This is an optimization exercise on Yosys and OpenROAD, whose aim is small area, not a production implementation. Only simulation tests tie the RTL to the original design; equivalence was not proved. No activity file was given, so power comes from the tool's default toggle rates.

==> design.v <==
module top (
    input clk,
    input rst,
    output [5:0] led,
    output uartTx,
    input uartRx,
    input btn
);
localparam R_W1  = 4'b0000;   
localparam R_W2  = 4'b0001;   
localparam R_W4  = 4'b0010;   
localparam R_W4G = 4'b0011;   
localparam R_W8  = 4'b0100;   
localparam R_P8  = 4'b0101;   
localparam R_ST  = 4'b0110;   
localparam R_P4  = 4'b0111;   
localparam [11:0] R_T = 12'h288;    
localparam [11:0] R_M = 12'hff8;    
localparam [11:0] R_A = 12'h03d;    
localparam [11:0] R_B = 12'h67f;    
reg [3:0] r_st;
reg [11:0] r_cnt;
reg r_err;
reg r_mc;    
reg r_a;     
reg r_o;     
wire r_wait = (r_st[3:2] == 2'b00) || (r_st == R_W8);
wire r_hit = ((r_cnt ^ R_T) & R_M) == 12'd0;
wire new_rx = (r_st == R_W4G);
localparam T_INIT  = 3'd0;
localparam T_LOADQ = 3'd1;
localparam T_SENDQ = 3'd2;
localparam T_RECV  = 3'd3;
localparam T_CMP   = 3'd4;
localparam T_LOADA = 3'd5;
localparam T_SENDA = 3'd6;
reg [2:0] t_st;
reg [2:0] k;       
reg pc;            
reg old_btn;
wire [1:0] j = (t_st == T_RECV) ? k[1:0] : 2'd0;
reg pbit;
always @* begin
    case ({j, r_st[2:0]})
        5'b00_000: pbit = 1'b1; 5'b00_001: pbit = 1'b0; 5'b00_010: pbit = 1'b0; 5'b00_011: pbit = 1'b0;
        5'b00_100: pbit = 1'b1; 5'b00_101: pbit = 1'b1; 5'b00_110: pbit = 1'b0; 5'b00_111: pbit = 1'b0;
        5'b01_000: pbit = 1'b1; 5'b01_001: pbit = 1'b0; 5'b01_010: pbit = 1'b0; 5'b01_011: pbit = 1'b0;
        5'b01_100: pbit = 1'b0; 5'b01_101: pbit = 1'b1; 5'b01_110: pbit = 1'b1; 5'b01_111: pbit = 1'b0;
        5'b10_000: pbit = 1'b0; 5'b10_001: pbit = 1'b1; 5'b10_010: pbit = 1'b0; 5'b10_011: pbit = 1'b0;
        5'b10_100: pbit = 1'b1; 5'b10_101: pbit = 1'b1; 5'b10_110: pbit = 1'b0; 5'b10_111: pbit = 1'b0;
        5'b11_000: pbit = 1'b0; 5'b11_001: pbit = 1'b1; 5'b11_010: pbit = 1'b0; 5'b11_011: pbit = 1'b0;
        5'b11_100: pbit = 1'b0; 5'b11_101: pbit = 1'b0; 5'b11_110: pbit = 1'b1; 5'b11_111: pbit = 1'b0;
    endcase
end
always @(posedge clk) begin
    if (rst) begin
        r_st <= R_W1;
        r_err <= 1'b0;
    end else begin
        case (r_st)
            R_W1, R_W2, R_W4, R_W4G, R_W8:
                r_st <= uartRx ? R_W2 : R_ST;
            R_ST:
                if (r_hit) begin
                    if (uartRx) begin
                        r_st <= R_P8;
                        r_err <= 1'b1;
                    end else
                        r_st <= 4'b1000;
                end
            R_P4:
                if (r_hit) begin
                    r_st <= (uartRx && !r_err) ? R_W4G : R_W4;
                    r_err <= !uartRx;
                end
            R_P8:
                if (r_hit) begin
                    r_st <= R_W8;
                    r_err <= !uartRx;
                end
            default:   
                if (r_hit)
                    r_st <= (r_st[2:0] == 3'd7) ? R_P4 : r_st + 4'd1;
        endcase
    end
end
always @(posedge clk) begin
    if (r_wait || r_hit)
        r_cnt <= r_wait ? R_A : R_B;
    else
        r_cnt <= {r_cnt[10:0], r_cnt[11] ^ r_cnt[0]};
end
always @(posedge clk) begin
    if (r_st == R_ST) begin
        r_mc <= 1'b1;
        r_a <= 1'b1;
        r_o <= 1'b0;
    end else if (r_st[3] && r_hit) begin
        r_mc <= r_mc & (uartRx ~^ pbit);
        r_a <= r_a & uartRx;
        case (r_st[2:0])
            3'd5: r_o <= uartRx;
            3'd6: r_o <= uartRx ? !r_a : r_o;
            3'd7: r_o <= uartRx ? 1'b0 : r_o;
            default: r_o <= r_o;
        endcase
    end
end
assign led[5:2] = (r_st == R_W1) ? 4'b0001 :
                  (r_st == R_W2) ? 4'b0010 :
                  (r_st == R_W8 || r_st == R_P8) ? 4'b1000 : 4'b0100;
localparam U_WAIT0 = 4'b0000;   
localparam U_INIT0 = 4'b0001;   
localparam U_WAIT3 = 4'b0010;   
localparam U_INIT3 = 4'b0011;   
localparam U_INIT2 = 4'b0100;   
localparam U_START = 4'b0101;   
localparam U_STOP  = 4'b0110;   
localparam [11:0] U_T  = 12'h288;
localparam [11:0] U_M  = 12'hff8;
localparam [11:0] U_S0 = 12'h67f;
localparam [11:0] S4   = 12'h7fb;
localparam [11:0] S4_M = 12'h004;
reg [3:0] u_st;
reg [11:0] u_cnt;
reg [3:0] rc;      
reg out;
wire t_send = (t_st == T_SENDQ) || (t_st == T_SENDA);
wire msg_q = (t_st == T_SENDQ);
wire last = msg_q ? (rc == 4'd12) : pc ? (rc == 4'd9) : (rc == 4'd7);
wire req = t_send && !last;
wire u_active = (u_st == U_START) || (u_st == U_STOP) || u_st[3];
wire u_init = (u_st == U_INIT0) || (u_st == U_INIT2) || (u_st == U_INIT3);
wire u_hit = ((u_cnt ^ U_T) & U_M) == 12'd0;
wire tx_idle = (u_st == U_START) && (((u_cnt ^ S4) & S4_M) == 12'd0) && last;
reg [6:0] rom;
always @* begin
    case ({msg_q, pc, rc})
            6'b110000: rom = 7'h20;
            6'b110001: rom = 7'h45;
            6'b110010: rom = 7'h6e;
            6'b110011: rom = 7'h74;
            6'b110100: rom = 7'h65;
            6'b110101: rom = 7'h72;
            6'b110110: rom = 7'h20;
            6'b110111: rom = 7'h50;
            6'b111000: rom = 7'h61;
            6'b111001: rom = 7'h73;
            6'b111010: rom = 7'h73;
            6'b111011: rom = 7'h3a;
            6'b111100: rom = 7'h20;
            6'b100000: rom = 7'h20;
            6'b100001: rom = 7'h45;
            6'b100010: rom = 7'h6e;
            6'b100011: rom = 7'h74;
            6'b100100: rom = 7'h65;
            6'b100101: rom = 7'h72;
            6'b100110: rom = 7'h20;
            6'b100111: rom = 7'h50;
            6'b101000: rom = 7'h61;
            6'b101001: rom = 7'h73;
            6'b101010: rom = 7'h73;
            6'b101011: rom = 7'h3a;
            6'b101100: rom = 7'h20;
            6'b010000: rom = 7'h20;
            6'b010001: rom = 7'h43;
            6'b010010: rom = 7'h6f;
            6'b010011: rom = 7'h72;
            6'b010100: rom = 7'h72;
            6'b010101: rom = 7'h65;
            6'b010110: rom = 7'h63;
            6'b010111: rom = 7'h74;
            6'b011000: rom = 7'h21;
            6'b011001: rom = 7'h20;
            6'b000000: rom = 7'h20;
            6'b000001: rom = 7'h57;
            6'b000010: rom = 7'h72;
            6'b000011: rom = 7'h6f;
            6'b000100: rom = 7'h6e;
            6'b000101: rom = 7'h67;
            6'b000110: rom = 7'h21;
            6'b000111: rom = 7'h20;
        default: rom = 7'h20;
    endcase
end
always @(posedge clk) begin
    if (rst) begin
        u_st <= U_WAIT0;
        out <= 1'b1;
    end else begin
        case (u_st)
            U_WAIT0: if (req) u_st <= U_INIT0;
            U_WAIT3: if (req) u_st <= U_INIT3;
            U_INIT0, U_INIT2, U_INIT3:
                u_st <= req ? U_START : U_WAIT3;
            U_START: begin
                out <= 1'b0;
                if (u_hit) u_st <= 4'b1000;
            end
            U_STOP: begin
                out <= 1'b1;
                if (u_hit) u_st <= U_INIT2;
            end
            default: begin
                out <= (u_st[2:0] == 3'd7) ? 1'b0 : rom[u_st[2:0]];
                if (u_hit) u_st <= (u_st[2:0] == 3'd7) ? U_STOP : u_st + 4'd1;
            end
        endcase
    end
end
always @(posedge clk) begin
    if (!u_active || u_hit)
        u_cnt <= U_S0;
    else
        u_cnt <= {u_cnt[10:0], u_cnt[11] ^ u_cnt[0]};
end
always @(posedge clk) begin
    if (rst || !t_send)
        rc <= 4'd0;
    else if (u_init && req)
        rc <= rc + 4'd1;
end
assign uartTx = out;
assign led[1:0] = (u_st == U_WAIT0 || u_st == U_INIT0) ? 2'b00 :
                  (u_st == U_WAIT3 || u_st == U_INIT3) ? 2'b11 : 2'b10;
always @(posedge clk) begin
    if (rst) begin
        t_st <= T_INIT;
        k <= 3'd0;
        pc <= 1'b0;
        old_btn <= 1'b1;
    end else begin
        old_btn <= btn;
        case (t_st)
            T_INIT: begin
                k <= 3'd0;
                if (old_btn && !btn) t_st <= T_LOADQ;
            end
            T_LOADQ: begin
                k <= k + 3'd1;
                if (k == 3'd7) t_st <= T_SENDQ;
            end
            T_SENDQ:
                if (tx_idle) begin
                    t_st <= T_RECV;
                    pc <= 1'b1;
                end
            T_RECV: begin
                if (new_rx) begin
                    if (r_o) begin
                        k <= k + 3'd1;
                        if (!k[2]) pc <= pc & r_mc;
                    end else
                        t_st <= T_INIT;
                end
                if (k[2]) t_st <= T_CMP;
            end
            T_CMP: begin
                k <= 3'd0;
                t_st <= T_LOADA;
            end
            T_LOADA: begin
                k <= k + 3'd1;
                if (k == 3'd7) t_st <= T_SENDA;
            end
            T_SENDA:
                if (tx_idle) t_st <= T_INIT;
            default: t_st <= T_INIT;
        endcase
    end
end
endmodule
==> run.sh <==
#!/bin/bash
# synth_recipe.tcl (not shown) runs the flow's synth.tcl, then flattens the netlist and writes it again
# the make line also repeats each setting of config.mk as NAME=value (left out here)
make -C /OpenROAD-flow-scripts/flow DESIGN_CONFIG=/design/flow/config.mk WORK_HOME=/design/flow/orfs CLKGATE_MAP_FILE= SYNTH_SCRIPT=/design/flow/synth_recipe.tcl finish
==> config.mk <==
export PLATFORM = sky130hd
export DESIGN_NAME = top
export DESIGN_NICKNAME = top
export VERILOG_FILES = /design/flow/design.v
export SDC_FILE = /design/flow/constraint.sdc
export NUM_CORES = 4
export LEC_CHECK = 0
export CAP_MARGIN = 20
export CORE_MARGIN = 2
export CORE_UTILIZATION = 40
export SLEW_MARGIN = 20
==> constraint.sdc <==
create_clock -name core_clock -period 10.0 [get_ports {clk}]
set_input_delay 2.0000 -clock core_clock [delete_from_list [all_inputs] [get_ports {clk}]]
set_output_delay 2.0000 -clock core_clock [all_outputs]
set_load 0.01 [all_outputs]
==> results of run 1 <==
[final timing paths]
path,from,endpoint,cells after the start
worst max-delay path,u_st[0],led[0],4
worst min-delay path,u_cnt[1],u_cnt[2],1
worst max register to register,u_st[0],u_st[1],6
worst min register to register,u_cnt[1],u_cnt[2],1
[worst max-delay path, cell delays in order, from the launching register on]
cell and delay, ns:
dfxtp_1 0.59, inv_1 0.20, ha_1 0.32, nor3_1 0.19
clkdlybuf4s50_1 0.56
[power by group through the flow]
| stage | registers [W] | logic (W) | clock network (W) |
|---|---|---|---|
| after floorplan | 0.000235 | 0.000216 | 0 |
| after CTS | 0.000249 | 0.000274 | 0.000121 |
| final | 0.000250 | 0.000278 | 0.000115 |
| after global placement | 0.000254 | 0.000274 | 0 |
| after detailed placement | 0.000254 | 0.000273 | 0 |
| after global routing | 0.000255 | 0.000310 | 0.000128 |
[cell usage after synthesis, types with 3 or more instances]
| cell | n |
|---|---|
| or3_1 | 9 |
| nand2b_1 | 14 |
| nor2_1 | 39 |
| a211o_1 | 3 |
| nand2_1 | 24 |
| nor4_1 | 4 |
| inv_1 | 21 |
| and3_1 | 3 |
| a31oi_1 | 4 |
| o21ai_0 | 27 |
| nor3_1 | 7 |
| dfxtp_1 | 49 |
| mux2i_1 | 8 |
| a21oi_1 | 21 |
| a211oi_1 | 13 |
| nor2b_1 | 7 |
| nand4b_1 | 3 |
| ha_1 | 19 |
| nand3_1 | 9 |
| o221ai_1 | 3 |
| buf_2 | 8 |
| o21bai_1 | 3 |
| clkbuf_1 | 12 |
| o21a_1 | 4 |
| xnor2_1 | 5 |
| nand3b_1 | 3 |
| and2_1 | 5 |
| o211ai_1 | 4 |
[kinds of logic after synthesis]
| logic type | synth area share [%] |
|---|---|
| AOI/OAI and AO/OA | 23.9 |
| DFF | 32.1 |
| adders and majority gates | 7.77 |
| buffers and inverters | 5.85 |
| and+or+nand+nor | 25.6 |
| muxes | 3.35 |
| xor gates and xnor gates | 1.43 |
[final cells by class]
type,count,area share (%)
clock buffers,6,2.22
clock inverters,2,0.420
inverters,22,2.52
multi-input cells,285,58.0
flip-flops and latches,49,30.0
well taps,99,3.78
repair buffers,10,3.06
[layer usage]
layer | up-vias | wire [um] | track usage, %
met5 | - | 0 | 0
met4 | 0 | 46 | 5.05
met3 | 6 | 264 | 2.82
met2 | 60 | 3080 | 25.9
met1 | 1277 | 3350 | 23.0
li1 | 1341 | - | -
[sequential cells by signal, summed over array words and instances (netlist names)]
signal   cells
r_a          1
out          1
r_cnt       12
rc           4
u_cnt       12
r_mc         1
u_st         4
r_err        1
r_o          1
t_st         3
k            3
r_st         4
old_btn      1
pc           1
[metrics by stage]
| stage | util (%) | instance area [um^2] | hold WS (ns) |
|---|---|---|---|
| 6_report | 44.6 | 3270 | 0.417 |
| 5_1_grt | 44.6 | 3270 | 0.443 |
| 4_1_cts | 44.6 | 3270 | 0.420 |
| 3_5_place_dp | 43.5 | 3190 | 0.396 |
| 3_3_place_gp | 43.5 | 3190 | 0.389 |
| 2_1_floorplan | - | 3060 | 0.386 |
[layout by cell type (no fill, tap or decap), drive strengths merged, types with 3 or more instances in the layout]
cell / count
dfxtp: 49
a31oi: 4
nand2b: 14
nor4: 4
or3b: 4
and2: 5
clkbuf: 6
nand4b: 3
nand2: 24
o21bai: 4
nor3b: 3
inv: 22
nand3b: 3
o21a: 4
o221ai: 3
a211o: 3
mux2i: 8
ha: 19
a211oi: 13
nor2: 39
or3: 9
and3: 3
a21oi: 22
xnor2: 5
o211ai: 4
nor3: 8
clkdlybuf4s50: 10
nor2b: 7
o21ai: 28
nand3: 9
==> summary.txt, run 1 <==
status complete, no violations; post-place setup slack 6.13 ns; Seq/Total Area, Yosys 32.1%; CTS root buf clkbuf_8; GR Overflow Total 0; worst rel slew slack 46.9%; Clock Latency Late Sink 0.30 ns; final worst path period need 4.16 ns; cts bufs inserted 5; max-slew violations 0; worst ir drop on vdd 0.000119 V; R2R setup slack 7.57 ns; final setup fails 0; Crit Path Max Fanout 14; total power 0.000643 W; Area contributors post-synth dfxtp_1 32%, ha_1 7.8%, nor2_1 4.8%; Power Dens Cells 196 nW/um^2; RSZ-0062 raised after global routing no; Setup Crit Path Kind reg -> out; Synth top area share 32.1%; final worst slack 5.84 ns; core outline area 7330 um^2; share of cells above drive strength 1 5.88%; initial antenna violation count 0; NetSw 0.000260 W; max cap viols 0; Hold Path Class reg -> reg; DRT iter0 DRCs 177; CTS tree done; asr flop ratio synth 0%; die width 91.5 um; clk sinks 49; HPWL after DPL 4.85 mm; largest net degree at the start of global routing 23; n_diodes 0; Int Power 0.000383 W; Clk pin slew, worst setup/hold paths 0.10 ns; setup_tns 0 ns; DR DRC count 0; CP required 8.00 ns; Mapped Area 3060 um^2; Static Leak 1.12 nW; CTS max path bufs 2; Synth Net Count 400; Syn Inst Count 377; H-tree depth 2; Gates resized, CTS repair 0; GR Util All Layers 16.5%; synth warn 1; buffers added on ports 10; vias in the first global route 2456; First-pass DRT Iterations 4; FMAX 240 MHz; fillcell total 741; DRT Wirelength 6.74 mm; Placed Instances 465; EDFF count, synth 0; syn avg cell area 8.11 um^2; largest area contributor in the netlist dfxtp_1; drt via density 5.67; antenna violation net count after detailed routing 0; switch share 40.5%; Final #Nets 396; multi-input logic area 1900 um^2; Unique masters post-synth 62; critical path launch point type flip-flop; Seq cells post-synth 49; std cell rows 31; Vias 2684; drt wl/cell 14.3 um; power share of the combinational group 43.2%; total setup buffers inserted after CTS 0; Area Growth Syn to Fin 6.99%; Worst-Margin Slew 0.796 ns; Hold Violations, Final 0; clock share of power 17.9%; Tcrit/Tclk final 41.6%; Final GP Congestion 0.904; fin cells 473; hold_buf cts 0; Post-synth top flop dfxtp_1; Setup Skew 0.0128 ns; first-pass GRT wire length 11.6 mm; crit path DAT 2.16 ns; Crit. End Element output port; Die H 91.5 um; Seq pwr share 38.9%; starting density of the core 41.7%; register area 981 um^2; Die ar. 8360 um^2; I/O Pins 11
==> run 2: changes to the inputs <==
--- a/config.mk
+++ b/config.mk
@@ -5,6 +5,7 @@
 export SDC_FILE = /design/flow/constraint.sdc
 export NUM_CORES = 4
 export LEC_CHECK = 0
+export ABC_AREA = 1
 export CAP_MARGIN = 20
 export CORE_MARGIN = 2
 export CORE_UTILIZATION = 40
==> summary.txt, run 2 <==
status complete, no violations; Setup Skew 0.00698 ns; Clock Latency Late Sink 0.30 ns; Final Cell Area 3200 um^2; starting density of the core 41.1%; DR DRC count 0; die width 89.8 um; Final GP Congestion 0.937; EDFF count, synth 0; hold_sp r_cnt[2]; DRT iter0 DRCs 64; total setup buffers inserted after CTS 0; FMAX 239 MHz; Die H 89.8 um; CTS root buf clkbuf_8; Worst-Margin Slew 0.596 ns; critical path launch point type flip-flop; fin cells 547; Final #Nets 470; Seq cells post-synth 49; worst ir drop on vdd 0.000138 V; clock share of power 14.6%; most frequent cell after synthesis nand2_1; buffers added on ports 10; Post-synth top flop dfxtp_1; Hold Violations, Final 0; n_diodes 0; cts bufs inserted 5; worst rel slew slack 60.2%; H-tree depth 2; CTS tree done; Synth Net Count 463; Synth top area share 33.3%; CTS max path bufs 2; Static Leak 1.52 nW; Vias 2723; largest area contributor in the netlist dfxtp_1; post-place setup slack 6.14 ns; drt via density 4.98; Area contributors post-synth dfxtp_1 33%, nand2_1 14%, ha_1 8.1%; asr flop ratio synth 0%; core outline area 7180 um^2; Setup Crit Path Kind reg -> out; vias in the first global route 2549; Seq/Total Area, Yosys 33.3%; NetSw 0.000369 W; Post-synth top cells 107 x nand2_1, 60 x inv_1, 49 x dfxtp_1, 49 x nor2_1, 30 x nand3_1; most frequent cells in the layout 107 x nand2_1, 60 x inv_1, 49 x nor2_1, 49 x dfxtp_1, 30 x nand3_1; final worst path period need 4.19 ns; HPWL after DPL 4.80 mm; Clk pin slew, worst setup/hold paths 0.10 ns; Placement Cell Area 3110 um^2; crit path DAT 2.19 ns; Crit. End Element output port; Tcrit/Tclk final 41.9%; Hold Path Class reg -> reg; Power Dens Cells 252 nW/um^2; RR Startpoint rc[0]; largest net degree at the start of global routing 17; CP required 8.00 ns; Seq pwr share 34.3%; max-slew violations 0; setup_tns 0 ns; switch share 45.7%; std cell rows 31; hold_buf cts 0; Crit Path Max Fanout 10; DRT Wirelength 6.34 mm; Gates resized, CTS repair 0; share of cells above drive strength 1 8.04%; max cap viols 0; final design utilization 44.6%; Unique masters post-synth 40; final worst slack 5.81 ns; Syn Inst Count 440; final setup fails 0; Crit. Startpoint u_st[0]; GR Util All Layers 16.0%; Area Growth Syn to Fin 8.62%; synth warn 1; Mapped Area 2950 um^2; RSZ-0062 raised after global routing no; initial antenna violation count 0; drt wl/cell 11.6 um; First-pass DRT Iterations 4; I/O Pins 11; Die ar. 8070 um^2; largest registers r_cnt x12, u_cnt x12; first-pass GRT wire length 11.0 mm; Int Power 0.000438 W; commonest non-fill, non-tap cell in the layout nand2_1; syn avg cell area 6.70 um^2; GR Overflow Total 0; clk sinks 49; Placed Instances 539; antenna violation net count after detailed routing 0; power share of the combinational group 51.1%
run 2: path summary, 6_finish.rpt:
| path | end | slack (ns) | cells past startpoint |
|---|---|---|---|
| setup / recovery | led[0] | 5.81 | 5 |
| setup reg to reg | out | 7.81 | 16 |
| hold / removal | r_cnt[3] | 0.42 | 1 |
| hold reg to reg | r_cnt[3] | 0.42 | 1 |
run 2: cell families after synthesis:
family	Yosys count	share of synthesized area, %
xor gates and xnor gates	5	1.49
AOI/OAI and AO/OA	68	13.2
DFF	49	33.3
adders and majority gates	19	8.06
and+or+nand+nor	223	33.5
buffers and inverters	76	10.5
run 2: critical path, stage by stage (launching register included):
cell             delay, ns
dfxtp_1               0.52
inv_1                 0.20
ha_1                  0.27
o21ai_0               0.20
o211a_1               0.17
clkdlybuf4s50_1       0.52
run 2: cell type report:
type                            count  area, um^2
Inverter                           66         249
Clock inverter                      3        21.3
Clock buffer                        5        68.8
Sequential cell                    49         981
Timing Repair Buffer               10         100
Fill cell                         784        3970
Multi-Input combinational cell    315        1660
Tap cell                           99         124
run 2: per-layer routing:
layer  wire length, um  vias up  track usage [%]
met1              3110     1234             20.1
li1                  -     1422                -
met2              2910       57             27.1
met3               205       10             2.85
met5                 0        -                0
met4               110        0             6.41
run 2: stage by stage:
stage	hold WS [ns]	power, W
floorplan	0.393	0.000592
global placement	0.394	0.000687
detailed placement	0.398	0.000689
CTS	0.419	0.000809
global route	0.434	0.000884
finish	0.416	0.000807
run 2: power by group through the flow:
stage	logic (W)	clock network, W	registers (W)
2_1_floorplan	0.000328	0	0.000264
3_3_place_gp	0.000406	0	0.000280
3_5_place_dp	0.000408	0	0.000281
4_1_cts	0.000412	0.000121	0.000276
5_1_grt	0.000472	0.000128	0.000284
6_report	0.000412	0.000118	0.000277
==> run 3: changes to the inputs <==
==> flow/run.sh (new file) <==
#!/bin/bash
# Standard ORFS layout, with the combinational logic of the standard synthesis re-mapped by an
# area-oriented ABC script (flow/area.abc) before floorplanning. Registers are left untouched.
set -euo pipefail
W=$(pwd)
R=$W/orfs/results/$FLOW_PLATFORM/top/base
LIB=$FLOW_HOME/platforms/$FLOW_PLATFORM/lib/sky130_fd_sc_hd__tt_025C_1v80.lib

bash standard.sh synth > $W/standard_synth.log 2>&1
cp $R/1_2_yosys.v $W/1_2_yosys.std.v
REMAP_LIB=$LIB REMAP_NET=$W/1_2_yosys.std.v REMAP_ABC=$W/flow/area.abc \
  REMAP_STAT=$W/remap_stat.txt REMAP_OUT=$W/1_2_yosys.remap.v \
  yosys -c $W/flow/remap.tcl > $W/remap.log 2>&1
cp $W/1_2_yosys.remap.v $R/1_2_yosys.v
rm -f $R/1_synth.odb $R/1_synth.sdc
bash standard.sh > $W/standard_finish.log 2>&1
==> flow/area.abc (new file) <==
strash
dch -f
map -a
topo
==> flow/remap.tcl (new file) <==
# Re-map the combinational logic of the standard synthesis with an area-oriented ABC script.
# Registers (and every other sequential cell) are kept as they are, under their names.
set lib $::env(REMAP_LIB)
set net $::env(REMAP_NET)
set script $::env(REMAP_ABC)
yosys read_liberty -ignore_miss_func $lib
yosys read_verilog $net
yosys hierarchy -top top
yosys setattr -mod -set keep_hierarchy 1 =sky130_fd_sc_hd__df*
yosys flatten
yosys opt -purge
yosys abc -script $script -liberty $lib -dont_use *lpflow* -dont_use *probe*
yosys opt_clean -purge
yosys hilomap -singleton -hicell sky130_fd_sc_hd__conb_1 HI -locell sky130_fd_sc_hd__conb_1 LO
yosys insbuf -buf sky130_fd_sc_hd__buf_4 A X
yosys splitnets
yosys opt_clean -purge
yosys tee -o $::env(REMAP_STAT) stat -liberty $lib
yosys write_verilog -noattr -noexpr -nohex -nodec -selected $::env(REMAP_OUT).full
yosys select top
yosys write_verilog -noattr -noexpr -nohex -nodec -selected $::env(REMAP_OUT)
==> standard.sh (new file) <==
#!/bin/bash
# synth_recipe.tcl (not shown) runs the flow's synth.tcl, then flattens the netlist and writes it again
# the make line also repeats each setting of config.mk as NAME=value (left out here)
make -C /OpenROAD-flow-scripts/flow DESIGN_CONFIG=/design/flow/config.mk WORK_HOME=/design/flow/orfs CLKGATE_MAP_FILE= SYNTH_SCRIPT=/design/flow/synth_recipe.tcl "${@:-finish}"
removed: run.sh
==> summary.txt, run 3 <==
slowest stage delay, CP 0.54 ns; status complete, no violations; Gates resized, CTS repair 0; Crit. End Element output port; Tcrit/Tclk final 38.6%; Synth Net Count 364; Setup Skew 0.00386 ns; H-tree depth 2; Power Dens Cells 198 nW/um^2; NetSw 0.000195 W; switch share 36.0%; Hold Violations, Final 0; setup_tns 0 ns; critical path launch point type flip-flop; cell family with most CP delay buffers and inverters; CP required 8.00 ns; final design utilization 46.4%; Clk pin slew, worst setup/hold paths 0.09 ns; max cap viols 0; First-pass DRT Iterations 5; buffers added on ports 10; cts bufs inserted 5; vias in the first global route 2129; syn avg cell area 6.79 um^2; antenna violation net count after detailed routing 0; power share of the combinational group 31.0%; clk sinks 49; DRT iter0 DRCs 173; FMAX 259 MHz; Die H 82.2 um; R2R setup slack 6.68 ns; drt wl/cell 12.6 um; worst rel slew slack 58.6%; hold_buf cts 0; final worst path period need 3.86 ns; clock share of power 26.2%; commonest non-fill, non-tap cell in the layout nor2_1; Crit Path Max Fanout 5; Worst-Margin Slew 0.619 ns; total power 0.000543 W; Vias 2449; final setup fails 0; share of cells above drive strength 1 4.51%; Placed Instances 445; CTS root buf clkbuf_8; WP buf/inv 3; Int Power 0.000348 W; worst ir drop on vdd 0.0000736 V; Seq pwr share 42.8%; starting density of the core 41.3%; Static Leak 0.960 nW; Mapped Area 2440 um^2; Hold Path Class reg -> reg; total setup buffers inserted after CTS 0; n_diodes 0; Slowest-stage cell, CP clkdlybuf4s50_1; first-pass GRT wire length 9.65 mm; DRT Wirelength 5.69 mm; Die ar. 6750 um^2; I/O Pins 11; Area Growth Syn to Fin 12.3%; RSZ-0062 raised after global routing no; DR DRC count 0; GR Overflow Total 0; HPWL after DPL 4.30 mm; synth warn 1; fillcell total 583; most frequent cells in the layout 83 x nor2_1, 69 x clkinv_1, 49 x dfxtp_1; drt via density 5.42; CTS max path bufs 2; Final GP Congestion 0.906; Clock Latency Late Sink 0.30 ns; max-slew violations 0; crit path cell chain clkinv_1 > nor2_1 > clkinv_1 > nor2_1 > clkdlybuf4s50_1; largest net degree at the start of global routing 16; largest registers r_cnt x12, u_cnt x12; std cell rows 28; Syn Inst Count 360; GR Util All Layers 18.2%; Setup Crit Path Kind reg -> out; initial antenna violation count 0; Final #Nets 381; crit path DAT 1.86 ns; die width 82.2 um; fin cells 452; core outline area 5920 um^2; CTS tree done
==> run 3: path summary, 6_finish.rpt <==
path         startpoint        to  depth (start not counted)
max             r_st[0]    led[3]                          5
min            u_cnt[1]  u_cnt[2]                          1
max reg2reg     t_st[1]   u_st[2]                         13
min reg2reg    u_cnt[1]  u_cnt[2]                          1
==> run 3: routing by layer <==
layer	share of wire, %	up-vias	GRT usage (%)
li1	-	1260	-
met1	47	1071	24.3
met2	45	103	28.9
met3	6.2	15	3.37
met4	2.2	0	7.83
met5	0	-	0
==> run 3: stage by stage <==
stage	setup WS [ns]	instance area [um^2]	hold WS (ns)
after floorplan	7.09	2440	0.393
after global placement	6.45	2640	0.395
final	6.14	2750	0.421
after CTS	6.12	2750	0.423
after detailed placement	6.45	2640	0.401
after global routing	5.94	2750	0.434
==> run 3: power by group through the flow <==
stage / Clock [W] / Combinational, W / Sequential (W)
2_1_floorplan: 0 / 0.000121 / 0.000230
3_3_place_gp: 0 / 0.000167 / 0.000237
3_5_place_dp: 0 / 0.000165 / 0.000236
4_1_cts: 0.000145 / 0.000166 / 0.000232
5_1_grt: 0.000151 / 0.000193 / 0.000235
6_report: 0.000142 / 0.000168 / 0.000232
==> run 3: area by class of cell <==
cell class | count | area, um^2 | share of cell area [%]
Tap cell | 75 | 93.8 | 3.42
Inverter | 69 | 259 | 9.43
Timing Repair Buffer | 10 | 100 | 3.65
Clock buffer | 5 | 68.8 | 2.51
Clock inverter | 2 | 38.8 | 1.41
Multi-Input combinational cell | 242 | 1200 | 43.8
Sequential cell | 49 | 981 | 35.7
==> run 4: changes to the inputs <==
--- a/design.v
+++ b/design.v
@@ -14,10 +14,10 @@
 localparam R_P8  = 4'b0101;   
 localparam R_ST  = 4'b0110;   
 localparam R_P4  = 4'b0111;   
-localparam [11:0] R_T = 12'h288;    
-localparam [11:0] R_M = 12'hff8;    
-localparam [11:0] R_A = 12'h03d;    
-localparam [11:0] R_B = 12'h67f;    
+localparam [11:0] R_T = 12'h059;    
+localparam [11:0] R_M = 12'h7ef;    
+localparam [11:0] R_A = 12'h75b;    
+localparam [11:0] R_B = 12'h000;    
 reg [3:0] r_st;
 reg [11:0] r_cnt;
 reg r_err;
@@ -88,7 +88,7 @@
     if (r_wait || r_hit)
         r_cnt <= r_wait ? R_A : R_B;
     else
-        r_cnt <= {r_cnt[10:0], r_cnt[11] ^ r_cnt[0]};
+        r_cnt <= {~r_cnt[10:0], r_cnt[11] ^ r_cnt[0]};
 end
 always @(posedge clk) begin
     if (r_st == R_ST) begin
@@ -116,11 +116,11 @@
 localparam U_INIT2 = 4'b0100;   
 localparam U_START = 4'b0101;   
 localparam U_STOP  = 4'b0110;   
-localparam [11:0] U_T  = 12'h288;
-localparam [11:0] U_M  = 12'hff8;
-localparam [11:0] U_S0 = 12'h67f;
-localparam [11:0] S4   = 12'h7fb;
-localparam [11:0] S4_M = 12'h004;
+localparam [11:0] U_T  = 12'h059;
+localparam [11:0] U_M  = 12'h7ef;
+localparam [11:0] U_S0 = 12'h000;
+localparam [11:0] S4   = 12'h00c;
+localparam [11:0] S4_M = 12'h006;
 reg [3:0] u_st;
 reg [11:0] u_cnt;
 reg [3:0] rc;      
@@ -212,7 +212,7 @@
     if (!u_active || u_hit)
         u_cnt <= U_S0;
     else
-        u_cnt <= {u_cnt[10:0], u_cnt[11] ^ u_cnt[0]};
+        u_cnt <= {~u_cnt[10:0], u_cnt[11] ^ u_cnt[0]};
 end
 always @(posedge clk) begin
     if (rst || !t_send)
--- a/flow/run.sh
+++ b/flow/run.sh
@@ -13,4 +13,4 @@
   yosys -c $W/flow/remap.tcl > $W/remap.log 2>&1
 cp $W/1_2_yosys.remap.v $R/1_2_yosys.v
 rm -f $R/1_synth.odb $R/1_synth.sdc
-bash standard.sh > $W/standard_finish.log 2>&1
+bash standard.sh "BUFFER_PORTS_ARGS=-buffer_cell sky130_fd_sc_hd__buf_1" finish > $W/standard_finish.log 2>&1
==> flow/area.abc (replaced) <==
strash
&get -n
&deepsyn -T 20
&put
dch -f
amap
topo
--- a/config.mk
+++ b/config.mk
@@ -6,7 +6,10 @@
 export NUM_CORES = 4
 export LEC_CHECK = 0
 export ABC_AREA = 1
-export CAP_MARGIN = 20
+export CAP_MARGIN = 0
 export CORE_MARGIN = 2
 export CORE_UTILIZATION = 40
-export SLEW_MARGIN = 20
+export CTS_BUF_LIST = sky130_fd_sc_hd__clkbuf_16
+export CTS_CLUSTER_DIAMETER = 200
+export CTS_CLUSTER_SIZE = 50
+export SLEW_MARGIN = 0
==> summary.txt, run 4 <==
status complete, no violations; Area Growth Syn to Fin 12.7%; starting density of the core 41.9%; Vias 2038; cts bufs inserted 5; first-pass GRT wire length 8.40 mm; DRT Wirelength 4.77 mm; final setup fails 0; crit path cell chain clkinv_1 > nor2_1 > clkinv_1 > nor2_1 > buf_1; commonest non-fill, non-tap cell in the layout nor2_1; vias in the first global route 1765; total setup buffers inserted after CTS 0; H-tree depth 2; power share of the combinational group 4.7%; Slowest-stage cell, CP dfxtp_1; CTS root buf clkbuf_16; Hold Path Class reg -> reg; Tcrit/Tclk final 35.8%; Synth Net Count 293; clock share of power 42.6%; Die ar. 6020 um^2; max cap viols 0; cell family with most CP delay buffers and inverters; buffers added on ports 10; max-slew violations 0; syn avg cell area 7.50 um^2; n_diodes 0; Hold Violations, Final 0; RSZ-0062 raised after global routing no; Static Leak 0.864 nW; Crit. End Element output port; FMAX 279 MHz; CTS max path bufs 2; largest net degree at the start of global routing 16; NetSw 0.0000870 W; DRT iter0 DRCs 181; Gates resized, CTS repair 0; most frequent cells in the layout 65 x nor2_1, 49 x dfxtp_1, 34 x clkinv_1; multi-input logic area 1060 um^2; Final #Nets 311; critical path launch point type flip-flop; Die H 77.6 um; crit path DAT 1.58 ns; final worst path period need 3.58 ns; Mapped Area 2170 um^2; total power 0.000385 W; worst ir drop on vdd 0.000100 V; std cell rows 26; GR Overflow Total 0; Worst-Margin Slew 0.564 ns; First-pass DRT Iterations 4; WP buf/inv 3; share of cells above drive strength 1 2.60%; Syn Inst Count 289; Placement Cell Area 2300 um^2; CTS tree done; Setup Crit Path Kind reg -> out; largest registers r_cnt x12, u_cnt x12; setup_tns 0 ns; Final GP Congestion 0.895; worst rel slew slack 62.4%; I/O Pins 11; HPWL after DPL 3.35 mm; Power Dens Cells 157 nW/um^2; Int Power 0.000297 W; die width 77.6 um; Clk pin slew, worst setup/hold paths 0.06 ns; Seq pwr share 52.7%; Setup Skew 0.00376 ns; drt via density 5.39; fillcell total 524; DR DRC count 0; Crit Path Max Fanout 6; slowest stage delay, CP 0.43 ns; GR Util All Layers 17.0%; register area 981 um^2; CP required 8.00 ns; antenna violation net count after detailed routing 0; core outline area 5170 um^2; Final Cell Area 2440 um^2; switch share 22.6%; clk sinks 49; hold_buf cts 0; final design utilization 47.2%; synth warn 1; initial antenna violation count 0; drt wl/cell 12.6 um; Clock Latency Late Sink 0.28 ns
==> run 4: per-stage QoR <==
stage | hold WS (ns) | cells | worst slack, ns
2_1_floorplan | 0.358 | 289 | 6.98
3_3_place_gp | 0.365 | 370 | 6.76
3_5_place_dp | 0.375 | 370 | 6.71
4_1_cts | 0.384 | 378 | 6.46
5_1_grt | 0.394 | 378 | 6.28
6_report | 0.383 | 378 | 6.42
==> run 4: layout make-up <==
type	instances	area share, %
clock buffer	5	5.12
inverter	34	5.23
multi-input combinational	206	43.3
clock inverter	3	0.717
tap	70	3.59
timing repair buffer	11	1.84
sequential	49	40.2
==> run 4: worst paths after layout <==
| path | cells past startpoint | startpoint | end | slack (ns) |
|---|---|---|---|---|
| setup / recovery | 5 | r_st[0] | led[3] | 6.42 |
| hold / removal | 1 | u_cnt[4] | u_cnt[5] | 0.38 |
| setup reg to reg | 16 | t_st[0] | rc[3] | 7.14 |
| hold reg to reg | 1 | u_cnt[4] | u_cnt[5] | 0.38 |
==> run 4: metal layers <==
metal	global-route usage (%)	wire (um)
met1	24.8	2430
met2	24.8	2060
met3	3.26	215
met4	6.25	67
met5	0	0
==> run 4: worst reg2reg max path: stages, from the launching register on <==
cell and delay (ns):
dfxtp_1 0.38, nor2_1 0.09, nand2_1 0.19, clkinv_1 0.16
nor2_1 0.29, a21oi_1 0.10, clkinv_1 0.09, nor3_1 0.05
clkinv_1 0.05, o21ai_0 0.13, nor4_1 0.26, o21ai_0 0.25
nor2_1 0.20, nand2_1 0.11, nor2_1 0.18, nor2_1 0.06
a211oi_1 0.19
==> run 4: power by group through the flow <==
stage | Sequential [W] | Combinational (W) | Clock (W)
2_1_floorplan | 0.000206 | 0.0000127 | 0
5_1_grt | 0.000203 | 0.0000209 | 0.000175
6_report | 0.000203 | 0.0000181 | 0.000164
4_1_cts | 0.000203 | 0.0000180 | 0.000168
3_3_place_gp | 0.000207 | 0.0000180 | 0
3_5_place_dp | 0.000207 | 0.0000179 | 0
==> run 5: changes to the inputs <==
--- a/config.mk
+++ b/config.mk
@@ -9,7 +9,7 @@
 export CAP_MARGIN = 0
 export CORE_MARGIN = 2
 export CORE_UTILIZATION = 40
-export CTS_BUF_LIST = sky130_fd_sc_hd__clkbuf_16
+export CTS_BUF_LIST = sky130_fd_sc_hd__clkbuf_8
 export CTS_CLUSTER_DIAMETER = 200
 export CTS_CLUSTER_SIZE = 50
 export SLEW_MARGIN = 0
==> summary.txt, run 5 <==
First-pass DRT Iterations 4; Setup Skew 0.00525 ns; Gates resized, CTS repair 0; Die ar. 6020 um^2; crit path DAT 1.57 ns; Slowest-stage cell, CP dfxtp_1; synth warn 1; CTS tree done; drt via density 5.38; clk sinks 49; antenna violation net count after detailed routing 0; DR DRC count 0; Min Hold Slack 0.387 ns; starting density of the core 41.9%; met2 wire len 1.94 mm; core outline area 5170 um^2; final worst path period need 3.57 ns; Final #Nets 311; R2R setup slack 7.13 ns; I/O Pins 11; RSZ-0062 raised after global routing no; DRT iter0 DRCs 132; HPWL after DPL 3.35 mm; cts bufs inserted 5; max-slew violations 0; Worst-Margin Slew 0.580 ns; vias in the first global route 1753; die width 77.6 um; initial antenna violation count 0; share of cells above drive strength 1 2.60%; worst rel slew slack 61.3%; max cap viols 0; Placement Cell Area 2300 um^2; Routed met1 length 2.38 mm; setup_tns 0 ns; Setup Crit Path Kind reg -> out; commonest non-fill, non-tap cell in the layout nor2_1; Clock Latency Late Sink 0.31 ns; Hold Violations, Final 0; Synth Net Count 293; critical path launch point type flip-flop; fillcell total 535; largest registers r_cnt x12, u_cnt x12; status complete, no violations; slowest stage delay, CP 0.43 ns; most frequent cells in the layout 65 x nor2_1, 49 x dfxtp_1, 34 x clkinv_1; Hold Path Depth 1; Mapped Area 2170 um^2; cell family with most CP delay buffers and inverters; Die H 77.6 um; Register-to-Register Path Depth 16; final setup fails 0; buffers added on ports 10; Final GP Congestion 0.895; Clk pin slew, worst setup/hold paths 0.09 ns; n_diodes 0; syn avg cell area 7.50 um^2; worst ir drop on vdd 0.0000927 V; Syn Inst Count 289; Tcrit/Tclk final 35.7%; DRT Wirelength 4.63 mm; highest metal used met4; final design utilization 46.1%; total power 0.000336 W; Crit. End Element output port; CTS max path bufs 2; std cell rows 26; GR Util All Layers 16.6%; Power Dens Cells 141 nW/um^2; H-tree depth 2; Worst path depth 5; drt wl/cell 12.2 um; CTS root buf clkbuf_8; CP required 8.00 ns; Hold Path Class reg -> reg; first-pass GRT wire length 8.09 mm; total setup buffers inserted after CTS 0; met3 wire len 224 um; Area Growth Syn to Fin 10.1%; largest net degree at the start of global routing 16; hold_buf cts 0; Static Leak 0.838 nW; FMAX 280 MHz; Final Cell Area 2390 um^2; WP buf/inv 3; crit path cell chain clkinv_1 > nor2_1 > clkinv_1 > nor2_1 > buf_1; GR Overflow Total 0; Crit Path Max Fanout 6; Vias 2033
[run 5: cell type report]
class	count	area (um^2)	area share [%]
tap	70	87.6	3.67
clock inverter	3	17.5	0.734
sequential	49	981	41.1
inverter	34	128	5.35
multi-input combinational	206	1060	44.4
clock buffer	5	68.8	2.88
timing repair buffer	11	45.0	1.89
[run 5: report_power, final]
part           internal, W  switching, W  leakage, nW
Clock            0.0000489     0.0000670       0.0497
Combinational   0.00000588     0.0000119        0.391
Sequential        0.000199    0.00000326        0.397
Total             0.000254     0.0000822        0.838
[run 5: worst paths after layout]
path | endpoint | startpoint
min | u_cnt[5] | u_cnt[4]
max | led[3] | r_st[0]
max reg2reg | rc[3] | t_st[0]
min reg2reg | u_cnt[5] | u_cnt[4]
[run 5: stage by stage]
stage                     setup slack [ns]  std cells
final                                 6.43        378
after CTS                             6.44        378
after global routing                  6.25        378
after global placement                6.76        370
after floorplan                       6.98        289
after detailed placement              6.71        370
[run 5: worst reg2reg max path: stages (launching register included)]
cell      delay, ns
dfxtp_1        0.39
nor2_1         0.09
nand2_1        0.19
clkinv_1       0.16
nor2_1         0.29
a21oi_1        0.10
clkinv_1       0.09
nor3_1         0.05
clkinv_1       0.05
o21ai_0        0.13
nor4_1         0.26
o21ai_0        0.26
nor2_1         0.21
nand2_1        0.11
nor2_1         0.18
nor2_1         0.06
a211oi_1       0.19
[run 5: routing by layer]
metal | vias up | track usage [%]
met5 | - | 0
met4 | 0 | 7.86
met3 | 7 | 3.26
met2 | 61 | 24.1
met1 | 905 | 23.5
li1 | 1060 | -
==> run 6: changes to the inputs <==
--- a/config.mk
+++ b/config.mk
@@ -9,7 +9,4 @@
 export CAP_MARGIN = 0
 export CORE_MARGIN = 2
 export CORE_UTILIZATION = 40
-export CTS_BUF_LIST = sky130_fd_sc_hd__clkbuf_8
-export CTS_CLUSTER_DIAMETER = 200
-export CTS_CLUSTER_SIZE = 50
 export SLEW_MARGIN = 0
==> summary.txt, run 6 <==
status complete, no violations; clk sinks 49; Clock Latency Late Sink 0.31 ns; CP required 8.00 ns; slowest stage delay, CP 0.43 ns; GR Util All Layers 16.6%; Crit. End Element output port; WP buf/inv 3; max-slew violations 0; buffers added on ports 10; Vias 2046; die width 77.6 um; Mapped Area 2170 um^2; Area Growth Syn to Fin 10.1%; Tcrit/Tclk final 35.9%; crit path cell chain clkinv_1 > nor2_1 > clkinv_1 > nor2_1 > buf_1; setup_tns 0 ns; synth warn 1; fillcell total 535; Gates resized, CTS repair 0; clock share of power 34.7%; drt via density 5.41; HPWL after DPL 3.35 mm; DRT Wirelength 4.62 mm; syn avg cell area 7.50 um^2; n_diodes 0; Setup Crit Path Kind reg -> out; I/O Pins 11; FMAX 279 MHz; total setup buffers inserted after CTS 0; DR DRC count 0; switch share 24.4%; RSZ-0062 raised after global routing no; Crit Path Max Fanout 6; Die H 77.6 um; final setup fails 0; Power Dens Cells 141 nW/um^2; final worst path period need 3.59 ns; total power 0.000337 W; H-tree depth 2; power share of the combinational group 5.3%; vias in the first global route 1753; First-pass DRT Iterations 4; starting density of the core 41.9%; worst rel slew slack 61.5%; Final GP Congestion 0.895; Static Leak 0.834 nW; GR Overflow Total 0; commonest non-fill, non-tap cell in the layout nor2_1; Setup Skew 0.00525 ns; drt wl/cell 12.2 um; first-pass GRT wire length 8.09 mm; hold_buf cts 0; fin cells 378; CTS tree done; Hold Violations, Final 0; Hold Path Class reg -> reg; Die ar. 6020 um^2; crit path DAT 1.59 ns; largest registers r_cnt x12, u_cnt x12; CTS root buf clkbuf_8; max cap viols 0; cell family with most CP delay buffers and inverters; worst ir drop on vdd 0.0000927 V; Final #Nets 311; NetSw 0.0000822 W; initial antenna violation count 0; Slowest-stage cell, CP dfxtp_1; Placed Instances 370; share of cells above drive strength 1 2.60%; core outline area 5170 um^2; cts bufs inserted 5; Worst-Margin Slew 0.577 ns; std cell rows 26; antenna violation net count after detailed routing 0; Syn Inst Count 289; CTS max path bufs 2; most frequent cells in the layout 65 x nor2_1, 49 x dfxtp_1, 34 x clkinv_1; critical path launch point type flip-flop; Clk pin slew, worst setup/hold paths 0.09 ns; Synth Net Count 293; Int Power 0.000255 W; largest net degree at the start of global routing 16; Seq pwr share 60.0%; DRT iter0 DRCs 132
run 6: cell count changes in the layout (fill, tap and decap cells not counted), sizes merged:
cell    delta
clkbuf     +1
inv        -1
run 6: per-stage QoR:
stage                     util [%]  worst slack (ns)  cell area (um^2)  hold WS [ns]
after detailed placement      44.5              6.71              2300         0.375
after global placement        44.5              6.76              2300         0.365
after CTS                     46.1              6.44              2390         0.389
after floorplan                  -              6.98              2170         0.358
final                         46.1              6.41              2390         0.387
after global routing          46.1              6.25              2390         0.398
run 6: final timing paths:
path	from	to	slack, ns	cells past startpoint
max	r_st[0]	led[3]	6.41	5
min	u_cnt[4]	u_cnt[5]	0.39	1
max reg2reg	t_st[0]	rc[3]	7.13	16
min reg2reg	u_cnt[4]	u_cnt[5]	0.39	1
run 6: per-layer routing:
metal  routed length, um  up-vias  GRT usage (%)
li1                    -     1055              -
met1                2370      914           23.5
met2                1930       70           24.1
met3                 240        7           3.26
met4                  84        0           7.86
met5                   0        -              0
run 6: area by class of cell:
cell class / count / area (um^2) / area share (%)
flip-flops and latches: 49 / 981 / 41.1
repair buffers: 11 / 45.0 / 1.89
inverters: 34 / 128 / 5.35
well taps: 70 / 87.6 / 3.67
multi-input cells: 206 / 1060 / 44.4
clock inverters: 2 / 13.8 / 0.577
clock buffers: 6 / 72.6 / 3.04
run 6: power groups by stage:
| stage | sequential (W) | combinational, W | clock (W) |
|---|---|---|---|
| after global placement | 0.000207 | 0.0000180 | 0 |
| after floorplan | 0.000206 | 0.0000127 | 0 |
| after global routing | 0.000203 | 0.0000207 | 0.000129 |
| after CTS | 0.000202 | 0.0000179 | 0.000121 |
| after detailed placement | 0.000207 | 0.0000179 | 0 |
| final | 0.000202 | 0.0000179 | 0.000117 |
==> run 7: changes to the inputs <==
--- a/flow/run.sh
+++ b/flow/run.sh
@@ -1,6 +1,7 @@
 #!/bin/bash
 # Standard ORFS layout, with the combinational logic of the standard synthesis re-mapped by an
 # area-oriented ABC script (flow/area.abc) before floorplanning. Registers are left untouched.
+# flow/make_args holds extra make variables for the layout steps, one per line.
 set -euo pipefail
 W=$(pwd)
 R=$W/orfs/results/$FLOW_PLATFORM/top/base
@@ -13,4 +14,8 @@
   yosys -c $W/flow/remap.tcl > $W/remap.log 2>&1
 cp $W/1_2_yosys.remap.v $R/1_2_yosys.v
 rm -f $R/1_synth.odb $R/1_synth.sdc
-bash standard.sh "BUFFER_PORTS_ARGS=-buffer_cell sky130_fd_sc_hd__buf_1" finish > $W/standard_finish.log 2>&1
+ARGS=()
+if [[ -f $W/flow/make_args ]]; then
+  while IFS= read -r line; do [[ -n "$line" ]] && ARGS+=("$line"); done < $W/flow/make_args
+fi
+bash standard.sh "${ARGS[@]}" finish > $W/standard_finish.log 2>&1
==> flow/make_args (new file) <==
BUFFER_PORTS_ARGS=-buffer_cell sky130_fd_sc_hd__buf_1
CTS_ARGS=-root_buf sky130_fd_sc_hd__clkbuf_16 -buf_list sky130_fd_sc_hd__clkbuf_16 -sink_clustering_enable -sink_clustering_size 64 -sink_clustering_max_diameter 1000 -repair_clock_nets
==> summary.txt, run 7 <==
status complete, no violations; buffers added on ports 10; share of cells above drive strength 1 2.60%; Register-to-Register Path Depth 16; hold_buf cts 0; Die H 77.6 um; final worst path period need 3.58 ns; DR DRC count 0; n_diodes 0; synth warn 1; worst ir drop on vdd 0.000100 V; Clk pin slew, worst setup/hold paths 0.06 ns; FMAX 279 MHz; First-pass DRT Iterations 4; max-slew violations 0; Final #Nets 311; final design utilization 47.2%; Final Cell Area 2440 um^2; Gates resized, CTS repair 0; GR Overflow Total 0; DRT iter0 DRCs 181; final worst slack 6.42 ns; I/O Pins 11; H-tree depth 2; RR Startpoint t_st[0]; starting density of the core 41.9%; most frequent cells in the layout 65 x nor2_1, 49 x dfxtp_1, 34 x clkinv_1; Syn Inst Count 289; setup_tns 0 ns; FF-to-FF End rc[3]; commonest non-fill, non-tap cell in the layout nor2_1; Synth Net Count 293; worst rel slew slack 62.4%; total setup buffers inserted after CTS 0; Area Growth Syn to Fin 12.7%; CTS root buf clkbuf_16; Vias 2038; Die ar. 6020 um^2; HPWL after DPL 3.35 mm; fillcell total 524; hold_sp u_cnt[4]; core outline area 5170 um^2; initial antenna violation count 0; critical path launch point type flip-flop; DRT Wirelength 4.77 mm; Tcrit/Tclk final 35.8%; largest registers r_cnt x12, u_cnt x12; post-place setup slack 6.71 ns; crit path DAT 1.58 ns; cts bufs inserted 5; Hold Path Depth 1; CTS tree done; Crit Path Max Fanout 6; Min Hold Slack 0.383 ns; Hold Violations, Final 0; drt via density 5.39; antenna violation net count after detailed routing 0; Crit. End Element output port; Setup Crit Path Kind reg -> out; R2R setup slack 7.14 ns; Hold Path Class reg -> reg; largest net degree at the start of global routing 16; drt wl/cell 12.6 um; multi-input logic area 1060 um^2; Worst-Margin Slew 0.564 ns; CP required 8.00 ns; GR Util All Layers 17.0%; clk sinks 49; Power Dens Cells 157 nW/um^2; hold endpoint u_cnt[5]; std cell rows 26; Clock Latency Late Sink 0.28 ns; Placement Cell Area 2300 um^2; Mapped Area 2170 um^2; Final GP Congestion 0.895; register area 981 um^2; first-pass GRT wire length 8.40 mm; RSZ-0062 raised after global routing no; Static Leak 0.864 nW; vias in the first global route 1765; syn avg cell area 7.50 um^2; max cap viols 0; Setup Skew 0.00376 ns; die width 77.6 um; CTS max path bufs 2; final setup fails 0
-- run 7: how the worst max path moves through the flow --
stage | to | startpoint | depth (start not counted)
final | led[3] | r_st[0] | 5
after global routing | led[3] | r_st[0] | 5
after CTS | led[3] | r_st[0] | 5
after detailed placement | rc[2] | rst | 4
after global placement | rc[2] | rst | 4
after floorplan | led[3] | r_st[0] | 4
-- run 7: metal layers --
metal	global-route usage, %	part of all wire (%)	wire length (um)
met5	0	0	0
met4	6.25	1.4	67
met3	3.26	4.5	215
met2	24.8	43	2060
met1	24.8	51	2430
-- run 7: worst max-delay path, stage by stage (launching register included) --
cell,delay (ns)
dfxtp_1,0.43
clkinv_1,0.19
nor2_1,0.25
clkinv_1,0.16
nor2_1,0.12
buf_1,0.15
-- run 7: area by class of cell --
type,instances,share of cell area [%]
clock buffer,5,5.12
clock inverter,3,0.717
inverter,34,5.23
multi-input combinational,206,43.3
sequential,49,40.2
tap,70,3.59
timing repair buffer,11,1.84
-- run 7: power by group --
| part | leakage, nW | internal, W | total (W) | switching, W |
|---|---|---|---|---|
| registers | 0.397 | 0.000199 | 0.000203 | 0.00000330 |
| clock network | 0.0754 | 0.0000923 | 0.000164 | 0.0000715 |
| logic | 0.391 | 0.00000588 | 0.0000181 | 0.0000122 |
| total | 0.864 | 0.000297 | 0.000385 | 0.0000870 |
-- run 7: per-stage QoR --
stage	instances	total power (W)
floorplan	289	0.000219
global placement	370	0.000225
detailed placement	370	0.000225
CTS	378	0.000388
global route	378	0.000399
finish	378	0.000385
==> run 8: changes to the inputs <==
==> flow/make_args (replaced) <==
BUFFER_PORTS_ARGS=-buffer_cell sky130_fd_sc_hd__buf_1
CTS_ARGS=-sink_clustering_enable -repair_clock_nets -dont_use_dummy_load -buf_list sky130_fd_sc_hd__clkbuf_8
==> summary.txt, run 8 <==
status complete, no violations; DRT iter0 DRCs 141; Syn Inst Count 289; std cell rows 26; NetSw 0.0000739 W; synth warn 1; Synth Net Count 293; hold endpoint u_cnt[5]; max-slew violations 0; max cap viols 0; drt via density 5.43; CTS root buf clkbuf_8; Area Growth Syn to Fin 9.30%; Hold Path Class reg -> reg; CTS tree done; clk sinks 49; largest net degree at the start of global routing 16; largest registers r_cnt x12, u_cnt x12; Tcrit/Tclk final 35.6%; setup_tns 0 ns; vias in the first global route 1766; CP required 8.00 ns; GR Util All Layers 16.5%; GR Overflow Total 0; Hold Violations, Final 0; Static Leak 0.824 nW; Crit. End Element output port; crit path DAT 1.56 ns; Worst-Margin Slew 0.577 ns; worst rel slew slack 61.5%; clock share of power 32.0%; core outline area 5170 um^2; worst ir drop on vdd 0.0000874 V; Power Dens Cells 137 nW/um^2; cts bufs inserted 5; Setup Skew 0.0160 ns; CTS max path bufs 2; Crit Path Max Fanout 6; starting density of the core 41.9%; share of cells above drive strength 1 1.97%; final worst path period need 3.56 ns; Clock Latency Late Sink 0.30 ns; buffers added on ports 10; critical path launch point type flip-flop; Vias 2035; Gates resized, CTS repair 0; Final #Nets 311; switch share 22.8%; HPWL after DPL 3.35 mm; DRT Wirelength 4.60 mm; First-pass DRT Iterations 4; Die ar. 6020 um^2; n_diodes 0; final setup fails 0; I/O Pins 11; commonest non-fill, non-tap cell in the layout nor2_1; Seq pwr share 62.5%; FMAX 281 MHz; syn avg cell area 7.50 um^2; initial antenna violation count 0; drt wl/cell 12.3 um; H-tree depth 2; Die H 77.6 um; Int Power 0.000250 W; Register-to-Register Path Depth 16; DR DRC count 0; RSZ-0062 raised after global routing no; Hold Path Depth 1; RR Startpoint t_st[0]; first-pass GRT wire length 8.10 mm; FF-to-FF End rc[3]; most frequent cells in the layout 65 x nor2_1, 49 x dfxtp_1, 34 x clkinv_1; antenna violation net count after detailed routing 0; hold_sp u_cnt[4]; Setup Crit Path Kind reg -> out; Final Cell Area 2370 um^2; Mapped Area 2170 um^2; die width 77.6 um; hold_buf cts 0; power share of the combinational group 5.5%; R2R setup slack 7.12 ns; Placement Cell Area 2300 um^2; total setup buffers inserted after CTS 0; Clk pin slew, worst setup/hold paths 0.08 ns; Final GP Congestion 0.895
==> run 8: cell count changes in the layout (fill, tap and decap cells not counted) <==
cell,change
clkbuf_16,-5
clkinv_2,-1
clkbuf_8,+5
inv_1,-1
inv_6,-1
==> run 8: routing by layer <==
layer  wire [um]  global-route usage, %  share of wire (%)  up-vias
li1            -                      -                  -     1058
met4          76                   6.79                1.7        0
met5           0                      0                  0        -
met2        1920                   24.3                 42       52
met3         220                   3.26                4.8        9
met1        2380                   23.4                 52      916
==> run 8: final cells by class <==
cell class / count / area (um^2)
Multi-Input combinational cell: 206 / 1060
Tap cell: 70 / 87.6
Fill cell: 532 / 2800
Clock buffer: 5 / 68.8
Timing Repair Buffer: 11 / 45.0
Sequential cell: 49 / 981
Inverter: 34 / 128
==> run 8: worst max-delay path by stage <==
stage                     startpoint  endpoint  slack [ns]  depth (start not counted)
after floorplan              r_st[0]    led[3]        6.98                          4
after global placement           rst     rc[2]        6.76                          4
after detailed placement         rst     rc[2]        6.71                          4
after CTS                    r_st[0]    led[3]        6.45                          5
after global routing         r_st[0]    led[3]        6.26                          5
final                        r_st[0]    led[3]        6.44                          5
==> run 8: metrics by stage <==
stage | power [W] | setup WS, ns | std cells | utilization (%) | hold slack [ns]
after CTS | 0.000329 | 6.45 | 375 | 45.8 | 0.388
final | 0.000324 | 6.44 | 375 | 45.8 | 0.385
after floorplan | 0.000219 | 6.98 | 289 | - | 0.358
after global routing | 0.000340 | 6.26 | 375 | 45.8 | 0.397
after detailed placement | 0.000225 | 6.71 | 370 | 44.5 | 0.375
after global placement | 0.000225 | 6.76 | 370 | 44.5 | 0.365
==> run 8: power by group through the flow <==
stage,sequential [W],clock [W],combinational (W)
2_1_floorplan,0.000206,0,0.0000127
3_3_place_gp,0.000207,0,0.0000180
3_5_place_dp,0.000207,0,0.0000179
4_1_cts,0.000202,0.000109,0.0000179
5_1_grt,0.000203,0.000116,0.0000206
6_report,0.000202,0.000104,0.0000179
==> run 8: worst max-delay path, cell delays in order (launching register included) <==
cell and delay (ns):
dfxtp_1 0.43, clkinv_1 0.18, nor2_1 0.25, clkinv_1 0.14
nor2_1 0.11, buf_1 0.15
==> run 9: changes to the inputs <==
==> flow/make_args (replaced) <==
BUFFER_PORTS_ARGS=-buffer_cell sky130_fd_sc_hd__buf_1
CTS_ARGS=-repair_clock_nets -dont_use_dummy_load -root_buf sky130_fd_sc_hd__clkbuf_16 -buf_list sky130_fd_sc_hd__clkbuf_16
==> summary.txt, run 9 <==
std cell rows 26; first-pass GRT wire length 8.18 mm; GR Util All Layers 16.7%; drt wl/cell 12.3 um; crit path cell chain clkinv_1 > nor2_1 > clkinv_1 > nor2_1 > buf_1; Vias 2017; Worst-Margin Slew 0.570 ns; Static Leak 0.850 nW; Die ar. 6020 um^2; Syn Inst Count 289; Hold Violations, Final 0; CTS max path bufs 2; total setup buffers inserted after CTS 0; commonest non-fill, non-tap cell in the layout nor2_1; share of cells above drive strength 1 1.97%; CP required 8.00 ns; Crit. End Element output port; core outline area 5170 um^2; clk sinks 49; crit path DAT 1.55 ns; Final Cell Area 2420 um^2; Setup Skew 0.0113 ns; n_diodes 0; die width 77.6 um; Area Growth Syn to Fin 11.9%; Gates resized, CTS repair 0; Final GP Congestion 0.895; RSZ-0062 raised after global routing no; GR Overflow Total 0; Setup Crit Path Kind reg -> out; buffers added on ports 10; drt via density 5.38; Tcrit/Tclk final 35.5%; final worst path period need 3.55 ns; initial antenna violation count 0; largest registers r_cnt x12, u_cnt x12; starting density of the core 41.9%; Hold Path Class reg -> reg; Mapped Area 2170 um^2; Final #Nets 311; syn avg cell area 7.50 um^2; slowest stage delay, CP 0.42 ns; First-pass DRT Iterations 4; Clk pin slew, worst setup/hold paths 0.06 ns; hold_buf cts 0; worst rel slew slack 62.0%; Power Dens Cells 153 nW/um^2; most frequent cells in the layout 65 x nor2_1, 49 x dfxtp_1, 34 x clkinv_1; Slowest-stage cell, CP dfxtp_1; setup_tns 0 ns; CTS root buf clkbuf_16; cts bufs inserted 5; H-tree depth 2; max cap viols 0; max-slew violations 0; critical path launch point type flip-flop; DRT Wirelength 4.59 mm; DRT iter0 DRCs 140; Crit Path Max Fanout 6; FMAX 281 MHz; status complete, no violations; WP buf/inv 3; Placed Instances 370; Placement Cell Area 2300 um^2; Synth Net Count 293; final setup fails 0; antenna violation net count after detailed routing 0; Die H 77.6 um; worst ir drop on vdd 0.0000823 V; Clock Latency Late Sink 0.28 ns; CTS tree done; I/O Pins 11; vias in the first global route 1766; DR DRC count 0; largest net degree at the start of global routing 16; synth warn 1; cell family with most CP delay buffers and inverters; HPWL after DPL 3.35 mm; fin cells 375
-- run 9: cell type report --
| cell class | count | area, um^2 |
|---|---|---|
| timing repair buffer | 11 | 45.0 |
| clock buffer | 5 | 125 |
| inverter | 34 | 128 |
| tap | 70 | 87.6 |
| fill | 521 | 2750 |
| sequential | 49 | 981 |
| multi-input combinational | 206 | 1060 |
-- run 9: worst paths after layout --
kind,from,end,slack [ns],cells past startpoint
worst max-delay path,r_st[0],led[3],6.45,5
worst min-delay path,u_cnt[4],u_cnt[5],0.38,1
worst max register to register,t_st[0],rc[3],7.13,16
worst min register to register,u_cnt[4],u_cnt[5],0.38,1
-- run 9: routing by layer --
metal / track usage [%] / vias to the layer above / part of all wire (%)
li1: - / 1056 / -
met1: 23.7 / 898 / 50
met2: 24.3 / 54 / 42
met3: 3.49 / 9 / 5.1
met4: 7.14 / 0 / 2.2
met5: 0 / - / 0
-- run 9: power by group --
part | leakage (nW) | internal, W | switching (W)
Clock | 0.0616 | 0.0000883 | 0.0000627
Sequential | 0.397 | 0.000199 | 0.00000328
Combinational | 0.391 | 0.00000588 | 0.0000120
Total | 0.850 | 0.000294 | 0.0000780
-- run 9: stage by stage --
stage          power [W]  hold slack [ns]  utilization [%]  setup slack [ns]
2_1_floorplan   0.000219            0.358                -              6.98
3_3_place_gp    0.000225            0.365             44.5              6.76
3_5_place_dp    0.000225            0.375             44.5              6.71
4_1_cts         0.000378            0.383             46.9              6.47
5_1_grt         0.000388            0.393             46.9              6.29
6_report        0.000372            0.382             46.9              6.45
==> run 10: changes to the inputs <==
==> flow/make_args (replaced) <==
BUFFER_PORTS_ARGS=-buffer_cell sky130_fd_sc_hd__buf_1
CTS_ARGS=-sink_clustering_enable -repair_clock_nets -dont_use_dummy_load -buf_list sky130_fd_sc_hd__clkbuf_8 -sink_clustering_size 64 -sink_clustering_max_diameter 1000 -sink_clustering_levels 1
==> summary.txt, run 10 <==
drt via density 5.43; CTS tree done; DRT iter0 DRCs 141; Syn Inst Count 289; FF-to-FF End rc[3]; drt wl/cell 12.3 um; Power Dens Cells 137 nW/um^2; Min Hold Slack 0.385 ns; Static Leak 0.824 nW; Crit Path Max Fanout 6; Final GP Congestion 0.895; max cap viols 0; H-tree depth 2; Final #Nets 311; critical path launch point type flip-flop; hold_buf cts 0; I/O Pins 11; die width 77.6 um; Area Growth Syn to Fin 9.30%; crit path DAT 1.56 ns; core outline area 5170 um^2; Setup Crit Path Kind reg -> out; Worst-Margin Slew 0.577 ns; Die ar. 6020 um^2; GR Util All Layers 16.5%; Placement Cell Area 2300 um^2; commonest non-fill, non-tap cell in the layout nor2_1; synth warn 1; share of cells above drive strength 1 1.97%; antenna violation net count after detailed routing 0; vias in the first global route 1766; Final Cell Area 2370 um^2; n_diodes 0; Clock Latency Late Sink 0.30 ns; Setup Skew 0.0160 ns; cts bufs inserted 5; syn avg cell area 7.50 um^2; buffers added on ports 10; starting density of the core 41.9%; Crit. End Element output port; first-pass GRT wire length 8.10 mm; R2R setup slack 7.12 ns; Hold Path Class reg -> reg; GR Overflow Total 0; Register-to-Register Path Depth 16; Vias 2035; total power 0.000324 W; std cell rows 26; initial antenna violation count 0; critical path capture point led[3]; register area 981 um^2; Hold Violations, Final 0; First-pass DRT Iterations 4; RSZ-0062 raised after global routing no; worst rel slew slack 61.5%; fillcell total 532; Gates resized, CTS repair 0; status complete, no violations; DRT Wirelength 4.60 mm; largest net degree at the start of global routing 16; Tcrit/Tclk final 35.6%; multi-input logic area 1060 um^2; final design utilization 45.8%; FMAX 281 MHz; largest registers r_cnt x12, u_cnt x12; Die H 77.6 um; setup_tns 0 ns; RR Startpoint t_st[0]; Mapped Area 2170 um^2; final setup fails 0; final worst path period need 3.56 ns; Clk pin slew, worst setup/hold paths 0.08 ns; clk sinks 49; CTS max path bufs 2; Synth Net Count 293; DR DRC count 0; most frequent cells in the layout 65 x nor2_1, 49 x dfxtp_1, 34 x clkinv_1; max-slew violations 0; CP required 8.00 ns; CTS root buf clkbuf_8; worst ir drop on vdd 0.0000874 V; total setup buffers inserted after CTS 0; HPWL after DPL 3.35 mm; Crit. Startpoint r_st[0]
[run 10: worst max-delay path, stage by stage, from the launching register on]
cell      delay, ns
dfxtp_1        0.43
clkinv_1       0.18
nor2_1         0.25
clkinv_1       0.14
nor2_1         0.11
buf_1          0.15
[run 10: worst min-delay path by stage]
stage / endpoint / start / slack [ns] / depth (start not counted)
global placement: r_cnt[4] / r_cnt[3] / 0.37 / 1
finish: u_cnt[5] / u_cnt[4] / 0.38 / 1
floorplan: r_cnt[4] / r_cnt[3] / 0.36 / 1
detailed placement: r_cnt[4] / r_cnt[3] / 0.38 / 1
CTS: u_cnt[5] / u_cnt[4] / 0.39 / 1
global route: u_cnt[5] / u_cnt[4] / 0.40 / 1
[run 10: layout make-up]
type | count | share of cell area (%)
Multi-Input combinational cell | 206 | 44.7
Sequential cell | 49 | 41.4
Inverter | 34 | 5.39
Tap cell | 70 | 3.70
Clock buffer | 5 | 2.91
Timing Repair Buffer | 11 | 1.90
[run 10: metrics by stage]
stage | std cells | setup slack (ns)
after floorplan | 289 | 6.98
after global placement | 370 | 6.76
after detailed placement | 370 | 6.71
after CTS | 375 | 6.45
after global routing | 375 | 6.26
final | 375 | 6.44
[run 10: metal layers]
layer  share of wire [%]  GRT usage [%]  vias to the layer above
li1                    -              -                     1058
met1                  52           23.4                      916
met2                  42           24.3                       52
met3                 4.8           3.26                        9
met4                 1.7           6.79                        0
met5                   0              0                        -
[run 10: power by group]
| group | switching, W | total, W | internal [W] |
|---|---|---|---|
| combinational | 0.0000120 | 0.0000179 | 0.00000588 |
| clock | 0.0000586 | 0.000104 | 0.0000452 |
| sequential | 0.00000328 | 0.000202 | 0.000199 |

==> static timing again, ports no longer ideal <==
How much do the figures lean on ideal ports? The routed layouts below were timed once more, with nothing changed but the port constraints.
Step 1 sets driving cells, clkbuf_16 on the clock port and buf_2 on the other inputs (assumed; they add their load-dependent delay and slew).
Step 2 times the ports against the registers' clock, not the clock port: input delays grow and output delays shrink by t, the midpoint of the rising clock arrivals with the driver on.
Slacks: no drivers / after step 1 / after step 2; pairs: no drivers / after step 1.
run	shift t [ns]	setup WS [ns]	worst hold slack (ns)
run 1	0.322	5.837 / 5.809 / 6.131	0.417 / 0.417 / 0.417
run 2	0.323	5.808 / 5.779 / 6.102	0.416 / 0.416 / 0.416
run 3	0.332	6.136 / 6.104 / 6.435	0.421 / 0.421 / 0.421
run 4	0.313	6.418 / 6.385 / 6.698	0.383 / 0.383 / 0.383
run 5	0.332	6.429 / 6.400 / 6.725	0.387 / 0.387 / 0.387
run 6	0.332	6.413 / 6.384 / 6.716	0.387 / 0.387 / 0.387
run 7	0.313	6.418 / 6.385 / 6.698	0.383 / 0.383 / 0.383
run 8	0.322	6.437 / 6.408 / 6.729	0.385 / 0.385 / 0.385
run 9	0.310	6.446 / 6.414 / 6.724	0.382 / 0.382 / 0.382
run 10	0.322	6.437 / 6.408 / 6.729	0.385 / 0.385 / 0.385
After both steps setup and hold are still met in every run listed.
